Context: an optimization exercise on an open-source flow, tuned for small area and a short achievable clock period. The choices shown serve that exercise and are no tape-out recipe. Function was checked by simulation only, so behaviour that the tests miss may differ from the original. No activity file was given, so power comes from the tool's default toggle rates.

==> build 7: inputs <==
==> flow/design.v (excerpt) <==
module SingleCycleMIPS(
    clk,
    rst_n,
    IR_addr,
    IR,
    ReadDataMem,
    CEN,
    WEN,
    A,
    Data2Mem,
    OEN
);
    input         clk, rst_n;
    input  [31:0] IR;
    output [31:0] IR_addr;
    input  [31:0] ReadDataMem;
    output        CEN;
    output        WEN;
    output [6:0]  A;
    output [31:0] Data2Mem;
    output        OEN;
    wire [5:0]  op     = IR[31:26];
    wire [4:0]  rs     = IR[25:21];
    wire [4:0]  rt     = IR[20:16];
    wire [4:0]  rd     = IR[15:11];
    wire [4:0]  shamt  = IR[10:6];
    wire [5:0]  funct  = IR[5:0];
    wire [31:0] se     = {{16{IR[15]}}, IR[15:0]};
    wire rtype   = ~(op[5] | op[3] | op[2] | op[1]);
    wire is_sw   = op[5] & op[3];
    wire is_lw   = op[5] & ~op[3];
    wire is_addi = ~op[5] & op[3];
    wire is_br   = ~op[5] & op[2];        
    wire is_jmp  = ~op[5] & op[1];        
    wire is_jal  = is_jmp & op[0];
    wire use_imm = op[5] | op[3];         
    wire f_sll   = ~funct[1];             
    wire f_jr    = rtype & ~funct[5] & funct[3];
    wire s_add   = is_addi | (rtype & funct[5] & ~funct[3] & ~funct[2]);   
    wire s_log   = rtype & funct[5] & ~funct[3] & funct[2];                
    wire s_slt   = rtype & funct[5] & funct[3];
    wire s_sh    = rtype & ~funct[5] & ~funct[3];                          
    wire s_neg   = is_br | (rtype & funct[5] & funct[1]);                  
    wire s_pos   = ~use_imm & ~s_neg;
    wire reg_we  = rtype | is_lw | is_addi | is_jal;
    wire [4:0] wa = is_jal ? 5'd31 : (rtype ? rd : rt);
    reg  [31:0] r [1:31];
    reg  [31:1] v;
    wire [31:0] wd;
    wire [31:0] rd1, rd1n, rd2, rd2n;
    wire [8:0]  rd1a;            
    wire [31:1] s1, s1f, s2, we, wen;
  ...
Settings: LEC_CHECK=0, CAP_MARGIN=20, CORE_MARGIN=2, CORE_UTILIZATION=55, PLACE_DENSITY=0.65, SLEW_MARGIN=20, SYNTH_HIERARCHICAL=1; clock period 18.0 ns.
standard.sh (not shown) runs the stock make flow with config.mk's settings and CLKGATE_MAP_FILE= SYNTH_SCRIPT=/design/flow/synth_recipe.tcl, a recipe that flattens the netlist after the stock synthesis.
==> flow/flow/run.sh <==
#!/bin/bash
# Own layout flow: the standard flow (standard.sh, unchanged synthesis)
# with stronger timing repair, plain buffers on the ports and a clock tree
# without dummy loads. Each tool's output goes to the ORFS logs under
# orfs/logs/; make's own output goes to standard.log.
set -euo pipefail
cd "$(dirname "$0")/.."
bash standard.sh \
  MATCH_CELL_FOOTPRINT=0 \
  SETUP_SLACK_MARGIN=8 \
  "BUFFER_PORTS_ARGS=-buffer_cell sky130_fd_sc_hd__buf_2" \
  "CTS_ARGS=-sink_clustering_enable -repair_clock_nets -dont_use_dummy_load -sink_clustering_size 30 -sink_clustering_max_diameter 100" \
  finish > standard.log 2>&1
==> trial 2: changes against build 7 <==
--- a/flow/design.v
+++ b/flow/design.v
@@ -51,21 +51,21 @@
     c_xnor2 u90(.a(pn11), .b(g50), .y(y[0]));
     c_xor2 u91(.a(pn17), .b(g66), .y(y[1]));
     c_xor2 u92(.a(pn23), .b(g68), .y(y[2]));
     c_xnor2 u93(.a(pn29), .b(g80), .y(y[3]));
     c_xnor2 u94(.a(pn35), .b(g84), .y(y[4]));
     c_xnor2 u95(.a(pn41), .b(g86), .y(y[5]));
     c_xnor2 u96(.a(pn47), .b(g88), .y(y[6]));
 endmodule
-module sh_level #(parameter K = 1) (input [31:0] x, input l, n, r, f, output [31:0] y);
+module sh_level #(parameter K = 1, parameter INV = 0) (input [31:0] x, input l, n, r, output [31:0] y);
     genvar i;
     generate for (i = 0; i < 32; i = i + 1) begin : g
-        wire xl = (i - K >= 0) ? x[(i - K) < 0 ? 0 : i - K] : f;
-        wire xr = (i + K <= 31) ? x[(i + K) > 31 ? 31 : i + K] : f;
+        wire xl = (i - K >= 0) ? x[(i - K) < 0 ? 0 : i - K] : (INV ? l : r);
+        wire xr = (i + K <= 31) ? x[(i + K) > 31 ? 31 : i + K] : x[31];
         c_aoi222 u(.a1(l), .a2(xl), .b1(n), .b2(x[i]), .c1(r), .c2(xr), .y(y[i]));
     end endgenerate
 endmodule
 module alu_add(input [31:0] an, input [31:0] bn, input cin, output [31:0] sum, output eq,
                output [31:0] orr, output [31:0] xn);
     wire g65, g67, p69, g71, p73, g75, p77, g79;
     wire p81, g83, p85, g87, p89, g91, p93, g95;
     wire p97, g99, p101, g103, p105, g107, p109, g111;
@@ -337,20 +337,20 @@
     end endgenerate
     c_nand3 n7(.a(t[29]), .b(t[30]), .c(t[31]), .y(o[7]));
     generate for (k = 0; k < 4; k = k + 1) begin : m
         c_nor2 u(.a(o[2*k]), .b(o[2*k+1]), .y(q[k]));
     end endgenerate
     c_nand4 ra(.a(q[0]), .b(q[1]), .c(q[2]), .d(q[3]), .y(ya));
     c_nand4 rb(.a(q[0]), .b(q[1]), .c(q[2]), .d(q[3]), .y(yb));
 endmodule
-module rf_dec(input [4:0] a, input [31:1] v, output [31:1] s);
+module rf_dec(input [4:0] a, output [31:1] s);
     genvar i;
     generate for (i = 1; i < 32; i = i + 1) begin : g
-        assign s[i] = (a == i) & v[i];
+        assign s[i] = (a == i);
     end endgenerate
 endmodule
 module pc_inc(input [29:0] pc, output [29:0] y);
     wire [29:0] c;
     c_inv i0(.a(pc[0]), .y(y[0]));
     assign c[1] = pc[0];
     genvar i;
     generate for (i = 1; i < 29; i = i + 1) begin : g
@@ -586,90 +586,95 @@
     wire s_log   = rtype & funct[5] & ~funct[3] & funct[2];                
     wire s_slt   = rtype & funct[5] & funct[3];
     wire s_sh    = rtype & ~funct[5] & ~funct[3];                          
     wire s_neg   = is_br | (rtype & funct[5] & funct[1]);                  
     wire s_pos   = ~use_imm & ~s_neg;
     wire reg_we  = rtype | is_lw | is_addi | is_jal;
     wire [4:0] wa = is_jal ? 5'd31 : (rtype ? rd : rt);
     reg  [31:0] r [1:31];
-    reg  [31:1] v;
     wire [31:0] wd;
     wire [31:0] rd1, rd1n, rd2, rd2n;
     wire [8:0]  rd1a;            
     wire [31:1] s1, s1f, s2, we, wen;
-    rf_dec d1 (.a(rs), .v(v), .s(s1));
-    rf_dec d1f(.a(rs), .v(v), .s(s1f));
-    rf_dec d2 (.a(rt), .v(v), .s(s2));
+    rf_dec d1 (.a(rs), .s(s1));
+    rf_dec d1f(.a(rs), .s(s1f));
+    rf_dec d2 (.a(rt), .s(s2));
     genvar i, j;
     generate for (i = 1; i < 32; i = i + 1) begin : g_sel
-        assign we[i]  = reg_we & (wa == i);
+        assign we[i]  = (reg_we & (wa == i)) | ~rst_n;
         assign wen[i] = ~we[i];
-        always @(posedge clk) v[i] <= rst_n & (v[i] | we[i]);
     end endgenerate
     generate for (j = 0; j < 32; j = j + 1) begin : g_bit
         wire [31:1] col;
         for (i = 1; i < 32; i = i + 1) begin : g_w
             wire dn;
             assign col[i] = r[i][j];
-            c_ao22 h(.a1(we[i]), .a2(wd[j]), .b1(wen[i]), .b2(r[i][j]), .y(dn));
+            c_ao22 h(.a1(we[i]), .a2((i < 16) ? wd[j] : wdb[j]), .b1(wen[i]), .b2(r[i][j]), .y(dn));
             always @(posedge clk) r[i][j] <= dn;
         end
         if (j < 9) begin : g_fast
             rf_rdbit_fast p1(.s(s1f), .d(col), .ya(rd1a[j]), .yb(rd1[j]));
             c_inv         i1(.a(rd1[j]), .y(rd1n[j]));
         end else begin : g_slow
             rf_rdbit      p1(.s(s1), .d(col), .yn(rd1n[j]));
             c_inv         i1(.a(rd1n[j]), .y(rd1[j]));
         end
         rf_rdbit p2(.s(s2), .d(col), .yn(rd2n[j]));
         c_inv    i2(.a(rd2n[j]), .y(rd2[j]));
+        c_inv    i3(.a(rd2n[j]), .y(Data2Mem[j]));      
     end endgenerate
     wire [31:0] bn, sum, orr, xn;
     wire        eq;
     generate for (j = 0; j < 32; j = j + 1) begin : g_b
         c_aoi222 u(.a1(use_imm), .a2(se[j]), .b1(s_pos), .b2(rd2[j]), .c1(s_neg), .c2(rd2n[j]), .y(bn[j]));
     end endgenerate
     alu_add u_add(.an(rd1n), .bn(bn), .cin(s_neg), .sum(sum), .eq(eq), .orr(orr), .xn(xn));
     wire lt = (rd1[31] ^ rd2[31]) ? rd1[31] : sum[31];
-    wire fill  = ~f_sll & rd2[31];
-    wire filln = ~fill;
-    wire [3:0] shl, shn, shr;
-    generate for (j = 0; j < 4; j = j + 1) begin : g_shs
+    wire [4:0] shl, shn, shr;
+    generate for (j = 0; j < 5; j = j + 1) begin : g_shs
         assign shl[j] = f_sll & shamt[j];
         assign shr[j] = ~f_sll & shamt[j];
         assign shn[j] = ~shamt[j];
     end endgenerate
-    wire [31:0] x1n, x2, x3n, x4;
-    sh_level #(1) u_sh1(.x(rd2), .l(shl[0]), .n(shn[0]), .r(shr[0]), .f(fill),  .y(x1n));
-    sh_level #(2) u_sh2(.x(x1n), .l(shl[1]), .n(shn[1]), .r(shr[1]), .f(filln), .y(x2));
-    sh_level #(4) u_sh4(.x(x2),  .l(shl[2]), .n(shn[2]), .r(shr[2]), .f(fill),  .y(x3n));
-    sh_level #(8) u_sh8(.x(x3n), .l(shl[3]), .n(shn[3]), .r(shr[3]), .f(filln), .y(x4));
-    wire sl16 = s_sh & f_sll & shamt[4];
-    wire sr16 = s_sh & ~f_sll & shamt[4];
-    wire sn16 = s_sh & ~shamt[4];
+    wire [31:0] x16n, x8, x4n, x2;
+    sh_level #(16, 0) u_sh16(.x(rd2),  .l(shl[4]), .n(shn[4]), .r(shr[4]), .y(x16n));
+    sh_level #(8, 1)  u_sh8 (.x(x16n), .l(shl[3]), .n(shn[3]), .r(shr[3]), .y(x8));
+    sh_level #(4, 0)  u_sh4 (.x(x8),   .l(shl[2]), .n(shn[2]), .r(shr[2]), .y(x4n));
+    sh_level #(2, 1)  u_sh2 (.x(x4n),  .l(shl[1]), .n(shn[1]), .r(shr[1]), .y(x2));
+    wire sl1 = rst_n & s_sh & shl[0];
+    wire sr1 = rst_n & s_sh & shr[0];
+    wire sn1 = rst_n & s_sh & shn[0];
+    wire w_add = rst_n & s_add;
+    wire w_log = rst_n & s_log;
+    wire w_jal = rst_n & is_jal;
+    wire w_lw  = rst_n & is_lw;
+    wire w_slt = rst_n & s_slt;
     wire [29:0] pc1;
+    wire [31:0] wdb;
     generate for (j = 0; j < 32; j = j + 1) begin : g_wb
         wire lg, t1, t2, t3;
-        wire xl = (j >= 16) ? x4[(j >= 16) ? j - 16 : 0] : fill;
-        wire xr = (j <= 15) ? x4[(j <= 15) ? j + 16 : 0] : fill;
+        wire xl = (j >= 1)  ? x2[(j >= 1)  ? j - 1 : 0] : sr1;    
+        wire xr = (j <= 30) ? x2[(j <= 30) ? j + 1 : 0] : x2[31];
         c_o21a   m (.a1(funct[0]), .a2(xn[j]), .b(orr[j]), .y(lg));
-        c_aoi222 a1(.a1(s_add), .a2(sum[j]), .b1(s_log), .b2(lg), .c1(sn16), .c2(x4[j]), .y(t1));
+        c_aoi222 a1(.a1(w_add), .a2(sum[j]), .b1(w_log), .b2(lg), .c1(sn1), .c2(x2[j]), .y(t1));
         if (j < 30) begin : g_pc
-            c_aoi222 a2(.a1(sl16), .a2(xl), .b1(sr16), .b2(xr), .c1(is_jal), .c2(pc1[j]), .y(t2));
+            c_aoi222 a2(.a1(sl1), .a2(xl), .b1(sr1), .b2(xr), .c1(w_jal), .c2(pc1[j]), .y(t2));
         end else begin : g_nopc
-            c_aoi22  a2(.a1(sl16), .a2(xl), .b1(sr16), .b2(xr), .y(t2));
+            c_aoi22  a2(.a1(sl1), .a2(xl), .b1(sr1), .b2(xr), .y(t2));
         end
-        c_nand2  a3(.a(is_lw), .b(ReadDataMem[j]), .y(t3));
+        c_nand2  a3(.a(w_lw), .b(ReadDataMem[j]), .y(t3));
         if (j == 0) begin : g_slt
             wire t4;
-            c_nand2 a4(.a(s_slt), .b(lt), .y(t4));
-            c_nand4 o(.a(t1), .b(t2), .c(t3), .d(t4), .y(wd[j]));
+            c_nand2 a4(.a(w_slt), .b(lt), .y(t4));
+            c_nand4 o (.a(t1), .b(t2), .c(t3), .d(t4), .y(wd[j]));
+            c_nand4 ob(.a(t1), .b(t2), .c(t3), .d(t4), .y(wdb[j]));
         end else begin : g_o
-            c_nand3 o(.a(t1), .b(t2), .c(t3), .y(wd[j]));
+            c_nand3 o (.a(t1), .b(t2), .c(t3), .y(wd[j]));
+            c_nand3 ob(.a(t1), .b(t2), .c(t3), .y(wdb[j]));
         end
     end endgenerate
     reg  [29:0] pc;
     wire [29:0] pcb, pcd;
     pc_inc    u_inc(.pc(pc), .y(pc1));
     pc_br_add u_br (.pc(pc), .imm(IR[15:0]), .y(pcb));
     wire [29:0] pcj = {pc1[29:26], IR[25:0]};
     wire taken  = is_br & (eq ^ op[0]);
@@ -684,10 +689,9 @@
         c_nand2  o(.a(u), .b(w), .y(pcd[j]));
     end endgenerate
     always @(posedge clk) pc <= pcd;
     assign IR_addr  = {pc, 2'b00};
     assign CEN      = ~op[5];
     assign WEN      = ~is_sw;
     assign OEN      = ~is_lw;
     addr_add u_a(.a(rd1a), .imm(IR[8:0]), .y(A));
-    assign Data2Mem = rd2;
 endmodule
==> flow/flow/run.sh (replaced) <==
#!/bin/bash
# Own layout flow: the standard flow (standard.sh, unchanged synthesis)
# with stronger timing repair, plain buffers on the ports and a clock tree
# without dummy loads. Each tool's output goes to the ORFS logs under
# orfs/logs/; make's own output goes to standard.log.
set -euo pipefail
cd "$(dirname "$0")/.."
bash standard.sh \
  MATCH_CELL_FOOTPRINT=0 \
  SETUP_SLACK_MARGIN=8 \
  "BUFFER_PORTS_ARGS=-buffer_cell sky130_fd_sc_hd__buf_2" \
  "CTS_ARGS=-sink_clustering_enable -repair_clock_nets -dont_use_dummy_load -sink_clustering_size 28 -sink_clustering_max_diameter 90" \
  finish > standard.log 2>&1
==> qor summary <==
Met1 track demand over resource: trial 2 0.631; build 7 0.613
Global routing usage on met3: trial 2 0.133; build 7 0.190
Diode count: trial 2 1; build 7 0
Achievable Freq: trial 2 97.9 MHz; build 7 98.3 MHz
Total chip power: trial 2 0.00543 W; build 7 0.00520 W
Rel. slew slack: trial 2 0.123; build 7 0.148
Arr. time, crit path: trial 2 6610 ps; build 7 6570 ps
RR Endpoint: trial 2 r[1][29]; build 7 r[16][29]
Area used by multi-input combinational logic: trial 2 27000 um^2; build 7 26400 um^2
Clock period minus final worst setup slack: trial 2 10210 ps; build 7 10170 ps
Delay contributed by the slowest stage of the critical path: trial 2 990 ps; build 7 680 ps
Cell area after layout: trial 2 52400 um^2; build 7 52900 um^2
Internal Dissipation: trial 2 0.00356 W; build 7 0.00364 W
Run status: trial 2 finished clean; build 7 finished clean
Clock sinks: trial 2 1022; build 7 1053
Global-route wire length before repair: trial 2 312 mm; build 7 323 mm
Fill count: trial 2 7211; build 7 7400
Total global-route track usage: trial 2 0.486; build 7 0.489

[static timing again, ports no longer ideal]
The flow's constraints put no driver on any port. The routed layouts listed below were extracted and timed again, unchanged, in two steps.
Step 1 assumes that a clkbuf_16 drives the clock port and a buf_2 every other input.
Step 2 also shifts input and output timing later by t, the mid clock arrival at the registers, as if the neighbouring blocks saw the same clock.
Three values: ideal, step 1, step 2; two values: the first two.
run | shift t [ns] | setup WS [ns] | worst slew at a driven data input, ns
build 7 | 0.696 | 7.829 / 7.771 / 7.167 | 0.09
trial 2 | 0.696 | 7.787 / 7.761 / 7.171 | 0.06
After both steps every run listed still meets setup and hold. For build 7, which loses most, drivers alone change the setup slack by -0.058 ns; drivers and shift together by -0.662 ns.
